Background: an optimization exercise with open tools, aiming at small area and a short achievable clock period. Do not read the settings as production practice.
In this exercise RTL edits were held to simulation tests only and were not proved equivalent to the original.
Power and IR drop assume default switching activity.

==> flow/design.v, too long to show whole: its modules and the start of the top module <==
// module fir_filter: 1673 lines
module fir_filter (
    input  logic        clk,
    input  logic        reset,
    input  logic [15:0] data_in,
    output logic [15:0] data_out
);
  // ...
==> flow/flow/run.sh <==
#!/bin/bash
# Own layout flow: the standard ORFS flow (standard.sh), with two changes:
#  - synthesis skips the fine-grained 'abc -fast' pre-mapping (see below), and after it
#    has written the netlist, flow/fixinv.py removes the inverters Yosys leaves around full adders
#    (a full adder is self-dual, so complementing all its pins keeps its function);
#    registers are not touched;
#  - extra ORFS settings exported from flow/env.sh (port buffer cell etc.).
# Each tool's output goes to a log file in this folder (ORFS keeps its own per-step
# logs under orfs/logs).
set -euo pipefail
HERE=$(pwd)
# The standard flow's synthesis script, with Yosys's fine-grained 'abc -fast' pre-mapping skipped
# (-noabc), so the explicit full adders of the RTL reach extract_fa as written; the
# final ABC mapping of synth.tcl still runs. Registers are mapped exactly as before.
sed '1s/yosys synth -nofsm -noshare/yosys synth -nofsm -noshare -noabc/' synth_recipe.tcl > my_synth.tcl
grep -q -- '-noabc' my_synth.tcl
cat >> my_synth.tcl <<EOS
exec python3 $HERE/flow/fixinv.py \$::env(RESULTS_DIR)/1_2_yosys.v \$::env(RESULTS_DIR)/1_2_yosys.v 2> $HERE/fixinv.log
EOS
sed "s#SYNTH_SCRIPT=[^ ]*#SYNTH_SCRIPT=$HERE/my_synth.tcl#" standard.sh > my_standard.sh
if [[ -f flow/env.sh ]]; then source flow/env.sh; fi
bash my_standard.sh > flow_make.log 2>&1
==> flow/flow/env.sh <==
export BUFFER_PORTS_ARGS="-buffer_cell sky130_fd_sc_hd__buf_2"
==> flow/flow/fixinv.py <==
#!/usr/bin/env python3
"""Remove inverters around full adders in a flat gate-level netlist written by Yosys.
A full adder is self-dual: FA(~a,~b,~c) = (~sum, ~cout). Each full adder may be
'flipped' (its inputs and outputs complemented); flips are chosen greedily to
minimise the number of inverters, which are then rebuilt (one per net that needs
its complement)."""
import re, sys

INV = re.compile(r'sky130_fd_sc_hd__(inv|clkinv)_\d+$')
FA = re.compile(r'sky130_fd_sc_hd__fa_\d+$')
OUTPINS = {'Y', 'X', 'Q', 'Q_N', 'SUM', 'COUT', 'HI', 'LO'}

def esc(n):
    return n + ' ' if n.startswith('\\') else n

def main(src, dst):
    text = open(src).read()
    m = re.search(r'^\s*module\s', text, re.M)
    # split into statements inside the (single) module
    head_end = text.index(';', m.start()) + 1
    body_end = text.rindex('endmodule')
    head, body, tail = text[:head_end], text[head_end:body_end], text[body_end:]
    stmts = []
    i = 0
    # statements end with ';' ; escaped identifiers may contain anything but whitespace
    tok = re.compile(r'\\\S+\s|[^;\\]+|;|\\')
    cur = ''
    for t in tok.findall(body):
        cur += t
        if t == ';':
            stmts.append(cur); cur = ''
    rest = cur
    inst_re = re.compile(r'^\s*(\S+)\s+(\\\S+\s|\S+)\s*\((.*)\)\s*;\s*$', re.S)
    pin_re = re.compile(r'\.(\w+)\s*\(\s*(\\\S+\s|[^()\s]+(?:\s*\[\s*\d+\s*\])?)\s*\)')
    cells = []
    others = []
    for s in stmts:
        st = s.strip()
        mm = inst_re.match(st)
        if mm and not st.startswith(('wire', 'input', 'output', 'assign', 'reg')):
            typ, name, pins = mm.group(1), mm.group(2).strip(), mm.group(3)
            pl = [(p, n.strip()) for p, n in pin_re.findall(pins)]
            cells.append([typ, name, pl])
        else:
            others.append(s)
    norm = lambda n: re.sub(r'\s+', '', n) if not n.startswith('\\') else n
    # drivers
    drv = {}
    for ci, (typ, name, pl) in enumerate(cells):
        for p, n in pl:
            if p in OUTPINS: drv[norm(n)] = (ci, p)
    inv_cells = [ci for ci, c in enumerate(cells) if INV.match(c[0])]
    inv_set = set(inv_cells)
    # base + parity for every net
    memo = {}
    def base(n):
        n = norm(n)
        if n in memo: return memo[n]
        d = drv.get(n)
        if d and d[0] in inv_set:
            a = dict(cells[d[0]][2])['A']
            b, q = base(a)
            r = (b, q ^ 1)
        else:
            r = (n, 0)
        memo[n] = r
        return r
    fa_cells = [ci for ci, c in enumerate(cells) if FA.match(c[0])]
    fa_idx = {ci: k for k, ci in enumerate(fa_cells)}
    flip = [0] * len(fa_cells)
    # consumers of each base: list of (ci, pin, parity)
    cons = {}
    ports_out = set()
    for s in others:
        mo = re.match(r'\s*output\s+(?:\[(\d+):(\d+)\]\s*)?(\S+)\s*;', s)
        if mo:
            nm = mo.group(3)
            if mo.group(1):
                for k in range(int(mo.group(2)), int(mo.group(1)) + 1): ports_out.add(f"{nm}[{k}]")
            else: ports_out.add(nm)
    for ci, (typ, name, pl) in enumerate(cells):
        if ci in inv_set: continue
        for p, n in pl:
            if p in OUTPINS: continue
            b, q = base(n)
            cons.setdefault(b, []).append((ci, p, q))
    assigns = [s for s in others if s.strip().startswith('assign')]
    for s in assigns:
        ma = re.match(r'\s*assign\s+(.*?)\s*=\s*(.*?)\s*;', s, re.S)
        b, q = base(ma.group(2))
        cons.setdefault(b, []).append((-1, ma.group(1), q))
    for po in ports_out:
        n = norm(po)
        if n in drv and drv[n][0] in inv_set:
            sys.exit("output port driven by an inverter; not handled")
    # nets driven by inverters that feed output ports directly are not handled (checked above)
    def src_flip(b):
        d = drv.get(b)
        if d and d[0] in fa_idx: return flip[fa_idx[d[0]]]
        return 0
    def is_const(b):
        return b in ("1'h0", "1'h1", "1'b0", "1'b1")
    def net_cost(b):
        if is_const(b): return 0
        fs = src_flip(b)
        for ci, p, q in cons.get(b, []):
            fc = flip[fa_idx[ci]] if ci in fa_idx else 0
            if q ^ fc ^ fs: return 1
        return 0
    # nets touched by each FA
    fa_nets = {}
    for ci in fa_cells:
        ns = set()
        for p, n in cells[ci][2]:
            ns.add(base(n)[0])
        fa_nets[ci] = ns
    def total():
        return sum(net_cost(b) for b in cons)
    before = sum(1 for b in cons if any(q for _, _, q in cons[b]) and not is_const(b))
    improved = True
    it = 0
    while improved and it < 50:
        improved = False; it += 1
        for ci in fa_cells:
            k = fa_idx[ci]
            c0 = sum(net_cost(b) for b in fa_nets[ci])
            flip[k] ^= 1
            c1 = sum(net_cost(b) for b in fa_nets[ci])
            if c1 < c0: improved = True
            else: flip[k] ^= 1
    after = total()
    # rebuild
    newinv = {}
    ninv = 0
    def inv_of(b):
        nonlocal ninv
        if b not in newinv:
            ninv += 1
            newinv[b] = f"_fixinv_{ninv}_"
        return newinv[b]
    out_cells = []
    for ci, (typ, name, pl) in enumerate(cells):
        if ci in inv_set: continue
        fc = flip[fa_idx[ci]] if ci in fa_idx else 0
        npl = []
        for p, n in pl:
            if p in OUTPINS:
                npl.append((p, n)); continue
            b, q = base(n)
            need = q ^ fc ^ src_flip(b)
            if is_const(b):
                v = b[-1] == '1'
                val = v ^ (q ^ fc)
                npl.append((p, "1'h1" if val else "1'h0"))
            elif need:
                npl.append((p, inv_of(b)))
            else:
                npl.append((p, b))
        out_cells.append((typ, name, npl))
    new_assigns = []
    for s in assigns:
        ma = re.match(r'\s*assign\s+(.*?)\s*=\s*(.*?)\s*;', s, re.S)
        b, q = base(ma.group(2))
        need = q ^ src_flip(b)
        if is_const(b):
            v = (b[-1] == '1') ^ q
            new_assigns.append(f"  assign {ma.group(1)} = {'1' if v else '0'}'h{'1' if v else '0'};\n")
        else:
            new_assigns.append(f"  assign {ma.group(1)} = {inv_of(b) if need else esc(b)};\n")
    lines = [head]
    for s in others:
        if s.strip().startswith('assign'): continue
        lines.append(s)
    for b, w in newinv.items():
        lines.append(f"\n  wire {w};")
    k = 0
    for b, w in newinv.items():
        k += 1
        lines.append(f"\n  sky130_fd_sc_hd__inv_1 _fixinv_cell_{k}_ ( .A({esc(b)}), .Y({w}) );")
    for typ, name, pl in out_cells:
        lines.append(f"\n  {typ} {name} ( " + ", ".join(f".{p}({n if not n.startswith(chr(92)) else n + ' '})" for p, n in pl) + " );")
    lines.append("\n" + "".join(new_assigns))
    lines.append(rest)
    lines.append(tail)
    open(dst, 'w').write("".join(lines))
    sys.stderr.write(f"fixinv: {len(inv_cells)} inverters before, {len(newinv)} after, {sum(flip)} of {len(fa_cells)} full adders flipped\n")

main(sys.argv[1], sys.argv[2])
==> flow/standard.sh <==
#!/bin/bash
# synth_recipe.tcl (not shown) runs the flow's synth.tcl, then flattens the netlist and writes it again
# the make line also repeats each setting of config.mk as NAME=value (left out here)
make -C /OpenROAD-flow-scripts/flow DESIGN_CONFIG=/design/flow/config.mk WORK_HOME=/design/flow/orfs CLKGATE_MAP_FILE= SYNTH_SCRIPT=/design/flow/synth_recipe.tcl "${@:-finish}"
==> flow/config.mk <==
export PLATFORM = sky130hd
export DESIGN_NAME = fir_filter
export DESIGN_NICKNAME = fir_filter
export VERILOG_FILES = /design/flow/design.v
export SDC_FILE = /design/flow/constraint.sdc
export NUM_CORES = 4
export LEC_CHECK = 0
export CAP_MARGIN = 20
export CORE_MARGIN = 2
export CORE_UTILIZATION = 60
export CTS_CLUSTER_DIAMETER = 120
export CTS_CLUSTER_SIZE = 30
export PLACE_DENSITY = 0.7
export SETUP_SLACK_MARGIN = 4.6
export SLEW_MARGIN = 20
==> flow/constraint.sdc <==
create_clock -name core_clock -period 7.0 [get_ports {clk}]
set_input_delay 1.4000 -clock core_clock [delete_from_list [all_inputs] [get_ports {clk}]]
set_output_delay 1.4000 -clock core_clock [all_outputs]
set_load 0.01 [all_outputs]
==> flow_summary.yaml, run 1 <==
place:
  hpwl_um: 35900
synthesis:
  syn_area_mm2: 0.0222
global_route:
  grt_util_met3: 0.0643
  busiest_layer: "met2"
final_layout:
  seq_share: 0.403
  inverters_excl_clock: 97
setup_path:
  end_kind: "register"
  crit_buf_inv: 0
  cp_data_required_time_ps: 7470
  critPathLaunchType: "register"
  reg2reg_setup_slack_ps: 4240
  timing.rr.start: "p2[9]"
  worstPathMaxFanout: 6
pwr:
  maxPowerGroup: "combinational cells"
  p_int_w: 0.00824
sta:
  hold_viol_final: 0
  tightest_slew_ps: 899
  timing.fmax_ghz: 0.362
outcome:
  outcome: "finished clean"
detailed_routing:
  drtAntennaViolNets: 0
  wl_met1_um: 20300
  drt-pass1-iter-count: 5
die:
  die_height_um: 196
  coreArea_mm2: 0.0365
min_path:
  worstHoldStart: "x[8][10]"
==> run 2, diff against run 1 <==
--- a/flow/config.mk
+++ b/flow/config.mk
@@ -11,5 +11,5 @@
 export CTS_CLUSTER_DIAMETER = 120
 export CTS_CLUSTER_SIZE = 30
 export PLACE_DENSITY = 0.7
-export SETUP_SLACK_MARGIN = 4.6
+export SETUP_SLACK_MARGIN = 4.0
 export SLEW_MARGIN = 20
==> flow_summary.yaml, run 2 <==
setup_path:
  critPathLaunchType: "register"
  reg2reg_depth: 4
  worstPathMaxFanout: 6
  worstSetupPathType: "register to register"
  r2r-end: "s0[6]"
  cp_data_required_time_ps: 7420
  crit_arrival_ps: 3340
  end_kind: "register"
  reg2reg_setup_slack_ps: 4080
  timing.rr.start: "p4[5]"
place:
  hpwl_um: 35400
  port_buffers: 33
  place_area_mm2: 0.0230
  pre_cts_slack_ps: 3740
  place.gp.congestion: 0.902
clock_network:
  clockBufferDepth: 3
  clk_pin_slew_ps: 110
  worst_skew_pair.late_latency_ps: 540
  cts_tree: "built"
  htree_levels: 1
  cts_made_buffers: 17
  postCtsHoldBufs: 0
  clock_sinks: 406
  cts_root_buf: "clkbuf_16"
final_layout:
  mostFrequentLayoutCells: "fa_1, dfrtp_1, ha_1"
  regMostFlops: "x"
  nNetsFinal: 1912
  top_regs: "x x144, s0 x113, s1 x48"
  layout-drive-gt1-share: 0.106
  num_antenna_cells: 0
  final_common_cell: "fa_1"
  largest_reg_flops: 144
  final_area_mm2: 0.0236
  area_delta_synth_final_pct: 6.07
die:
  die_w_um: 196
  io_pins: 34
  die-area_mm2: 0.0386
  coreArea_mm2: 0.0365
  initial_utilization: 0.609
  num_rows: 70
  die_height_um: 196
sta:
  final-max-slew-violation-count: 0
  timing.fmax_ghz: 0.342
  finalCriticalPeriod_ps: 2920
  tightest_slew_ps: 1000
  setup_viol: 0
  rsz0062_at_grt: "yes"
  maxSlewHeadroom: 0.331
  hold_viol_final: 0
  clock_skew_ps: 16.3
  timing.final.ws_setup_ps: 4080
  fin_crit_sh: 0.418
  tns_ps: 0
detailed_routing:
  drc: 0
  wl_met2_um: 20200
  wl_met1_um: 20100
  drtIter0Drc: 744
  via_count: 10100
  routed_via_density: 5.53
  wirelength_um: 44100
  top_layer: "met4"
  drtAntennaViolNets: 0
  dr_wl_met3_um: 2820
  wl_per_cell_um: 24.1
  drt-pass1-iter-count: 5
min_path:
  worstHoldStart: "x[8][12]"
  hold_path_end: "x9h[4]"
  min_path_cells: 0
  hold_path_class: "register to register"
global_route:
  grt_pass1_vias: 11800
  antenna_found_initial: 0
  grt_use_total: 0.252
  grt_max_degree: 191
  grt_pass1_wl_um: 70300
  overflow: 0
synthesis:
  ys_warn_count: 2
  syn_area_mm2: 0.0222
  syn_nets: 1855
  syn_inst: 1292
  avgSynthCellArea_um2: 17.2
pwr:
  switchingPower_w: 0.00529
  power_frac_comb: 0.587
  powerDensity_mw_per_mm2: 538
  pwr-share-clk: 0.092
  power_w: 0.0127
  p_leak_nw: 10.4
  pwr-share-seq: 0.322
  ir_drop_uv: 236
  p_int_w: 0.00739
  switching_share: 0.417
run:
  cap_violations: 0
outcome:
  outcome: "finished clean"
[run 2: routing by layer]
layer / vias to the layer above / track usage
li1: 4212 / -
met1: 5564 / 0.393
met2: 285 / 0.383
met3: 56 / 0.0448
met4: 0 / 0.0575
met5: - / 0
[run 2: power groups by stage]
stage          clock [W]  combinational [W]  sequential, W
6_report         0.00116            0.00744        0.00408
5_1_grt          0.00130            0.00853        0.00417
4_1_cts          0.00121            0.00746        0.00409
3_5_place_dp           0            0.00744        0.00414
3_3_place_gp           0            0.00719        0.00412
2_1_floorplan          0            0.00486        0.00392
[run 2: how the worst max path moves through the flow]
stage / slack [ps] / startpoint / cells past startpoint / end
finish: 4080 / p4[5] / 4 / s0[6]
global route: 3880 / s1[6] / 10 / data_out[8]
CTS: 4020 / s1[10] / 10 / data_out[8]
detailed placement: 3740 / data_in[0] / 10 / p0lo[7]
global placement: 3750 / data_in[0] / 10 / p0lo[7]
floorplan: 180 / reset / 1 / data_out[0]
[run 2: area by class of cell]
type,instances,area (um^2)
Clock buffer,27,463
Clock inverter,3,23.8
Fill cell,2612,12900
Inverter,97,368
Multi-Input combinational cell,789,11700
Sequential cell,406,10200
Tap cell,468,586
Timing Repair Buffer,38,228
[run 2: metrics by stage]
step,utilization,std cells,hold WS (ps)
after global placement,0.631,1796,332
final,0.646,1828,357
after detailed placement,0.631,1796,337
after floorplan,-,1292,331
after CTS,0.644,1826,351
after global routing,0.646,1828,368
[run 2: timing repair]
item / CTS / global route
gates resized for setup: 1 / 6
buffers inserted: 0 / 2
setup endpoints to repair: 1 / 14
pin swaps: 0 / 3
[run 2: worst max-delay path, cell delays in order, from the launching register on]
cell and delay [ps]:
dfrtp_1 820, fa_1 550, fa_1 470, fa_1 550
fa_1 420
==> run 3, diff against run 2 <==
--- a/flow/config.mk
+++ b/flow/config.mk
@@ -7,9 +7,8 @@
 export LEC_CHECK = 0
 export CAP_MARGIN = 20
 export CORE_MARGIN = 2
-export CORE_UTILIZATION = 60
+export CORE_UTILIZATION = 40
 export CTS_CLUSTER_DIAMETER = 120
 export CTS_CLUSTER_SIZE = 30
-export PLACE_DENSITY = 0.7
-export SETUP_SLACK_MARGIN = 4.0
+export SETUP_SLACK_MARGIN = 4.3
 export SLEW_MARGIN = 20
==> flow_summary.yaml, run 3 <==
setup_path:
  cp_slowest_cell: "fa_2"
  crit_family: "adder cells"
  worstPathMaxFanout: 4
  worstSetupPathType: "register to register"
  crit_arrival_ps: 3250
  path_cells: "buf_4 > fa_1 > fa_2 > fa_1 > fa_2"
  timing.rr.start: "p2[12]"
  reg2reg_depth: 5
  critPathMaxStageDelay_ps: 630
  reg2reg_setup_slack_ps: 4230
  startpoint: "p2[12]"
  crit_buf_inv: 1
  end_kind: "register"
  cp.depth: 5
  critPathLaunchType: "register"
  cp_data_required_time_ps: 7480
min_path:
  worstHoldStart: "x[8][15]"
  min_path_cells: 0
  hold_path_class: "register to register"
detailed_routing:
  drtAntennaViolNets: 0
  wl_per_cell_um: 21.7
  routed_via_density: 4.76
  drc: 0
  wirelength_um: 46700
  drt-pass1-iter-count: 4
  drtIter0Drc: 725
  via_count: 10200
global_route:
  overflow: 0
  grt_pass1_vias: 12000
  grt_pass1_wl_um: 72700
  antenna_found_initial: 0
  grt_max_degree: 194
  grt_use_total: 0.173
pwr:
  ir_drop_uv: 251
  p_leak_nw: 10.6
  powerDensity_mw_per_mm2: 526
die:
  io_pins: 34
  coreArea_mm2: 0.0550
  die-area_mm2: 0.0575
  die_height_um: 240
  num_rows: 86
  initial_utilization: 0.404
  die_w_um: 240
sta:
  setup_viol: 0
  fin_hold_ws_ps: 356
  maxSlewHeadroom: 0.381
  timing.fmax_ghz: 0.361
  hold_viol_final: 0
  rsz0062_at_grt: "yes"
  final-max-slew-violation-count: 0
  tightest_slew_ps: 923
  finalCriticalPeriod_ps: 2770
  fin_crit_sh: 0.395
  clock_skew_ps: 16.6
  tns_ps: 0
final_layout:
  largest_reg_flops: 144
  area_delta_synth_final_pct: 11.1
  layout-drive-gt1-share: 0.236
  mostFrequentLayoutCells: "fa_1, dfrtp_1, ha_1"
  num_antenna_cells: 0
  final_common_cell: "fa_1"
  top_regs: "x x144, s0 x113, s1 x48"
  fill_cells: 4764
  regMostFlops: "x"
  nNetsFinal: 1957
run:
  cap_violations: 0
place:
  place.gp.congestion: 0.883
  hpwl_um: 36600
  port_buffers: 33
synthesis:
  syn_nets: 1855
  ys_warn_count: 2
  syn_inst: 1292
  avgSynthCellArea_um2: 17.2
  syn_area_mm2: 0.0222
clock_network:
  clock_sinks: 406
  clk_pin_slew_ps: 110
  postCtsHoldBufs: 0
  worst_skew_pair.late_latency_ps: 540
  htree_levels: 1
  clockBufferDepth: 3
  cts_root_buf: "clkbuf_16"
  cts_made_buffers: 17
  cts_tree: "built"
outcome:
  outcome: "finished clean"
run 3: cell type report:
class / count / area, um^2 / share of cell area
Clock buffer: 27 / 463 / 0.0187
Clock inverter: 2 / 15.0 / 0.000608
Inverter: 97 / 368 / 0.0149
Multi-Input combinational cell: 789 / 11900 / 0.483
Sequential cell: 406 / 10300 / 0.419
Tap cell: 748 / 936 / 0.0379
Timing Repair Buffer: 82 / 643 / 0.0260
Timing Repair inverter: 1 / 5.00 / 0.000203
run 3: stage by stage:
step | util | total power, W | setup slack, ps | cell area [um^2] | instances
after floorplan | - | 0.00878 | 182 | 22300 | 1292
after global placement | 0.426 | 0.0114 | 3740 | 23400 | 2076
after detailed placement | 0.426 | 0.0115 | 3720 | 23400 | 2076
after CTS | 0.441 | 0.0129 | 4250 | 24200 | 2123
after global routing | 0.449 | 0.0144 | 4160 | 24700 | 2152
final | 0.449 | 0.0130 | 4230 | 24700 | 2152
run 3: worst register-to-register path: cells and delay by family, from the launching register on:
kind	cells	cell delay, ps
buffers and inverters	1	170
flip-flops	1	460
adder cells (fa/ha/maj)	4	2090
run 3: repair_timing:
item / in CTS / in global routing
endpoints found under the setup margin: 94 / 189
setup buffers: 18 / 27
gates resized for setup: 98 / 66
cloned: 0 / 1
pin swaps: 27 / 39
run 3: routing by layer:
layer,vias up,track usage,share of wire
li1,4292,-,-
met1,5695,0.252,0.46
met2,207,0.280,0.47
met3,47,0.0222,0.049
met4,0,0.0358,0.018
met5,-,0,0
run 3: final timing paths:
kind,end
max,s0[71]
min,x9h[7]
max reg2reg,s0[71]
min reg2reg,x9h[7]
max in group asynchronous,p4[15]
min in group asynchronous,p2[0]
run 3: power breakdown:
group	switching [W]	internal, W	total (W)
clock network	0.000713	0.000469	0.00118
logic	0.00402	0.00370	0.00773
registers	0.000632	0.00346	0.00409

==> static timing again, ports no longer ideal <==
How much do the figures lean on ideal ports? The routed layouts below were timed once more, with nothing changed but the port constraints.
Step 1 assumes that a clkbuf_16 drives the clock port and a buf_2 every other input.
Step 2 moves the port delays by t, midway between the first and last clock arrival at a register: inputs arrive t later, outputs are due t later. That takes back most of the time a late clock gives input paths.
a / b / c = no drivers / after step 1 / after step 2; a / b = the first two.
| run | shift t [ns] | slack for setup (ns) | latest minus earliest clock arrival (ns) | worst register clock-pin slew, ns | pins driven straight from the clock port |
|---|---|---|---|---|---|
| run 1 | 0.581 | 4.237 / 4.237 / 3.824 | 0.017 / 0.017 | 0.11 / 0.11 | 1 |
| run 2 | 0.583 | 4.076 / 4.076 / 3.776 | 0.016 / 0.017 | 0.11 / 0.11 | 1 |
| run 3 | 0.583 | 4.232 / 4.232 / 3.846 | 0.017 / 0.017 | 0.12 / 0.12 | 1 |
After both steps setup and hold are still met in every run listed. The setup slack of run 1, which loses most, moves by 0.000 ns with the drivers and by -0.413 ns with both steps.
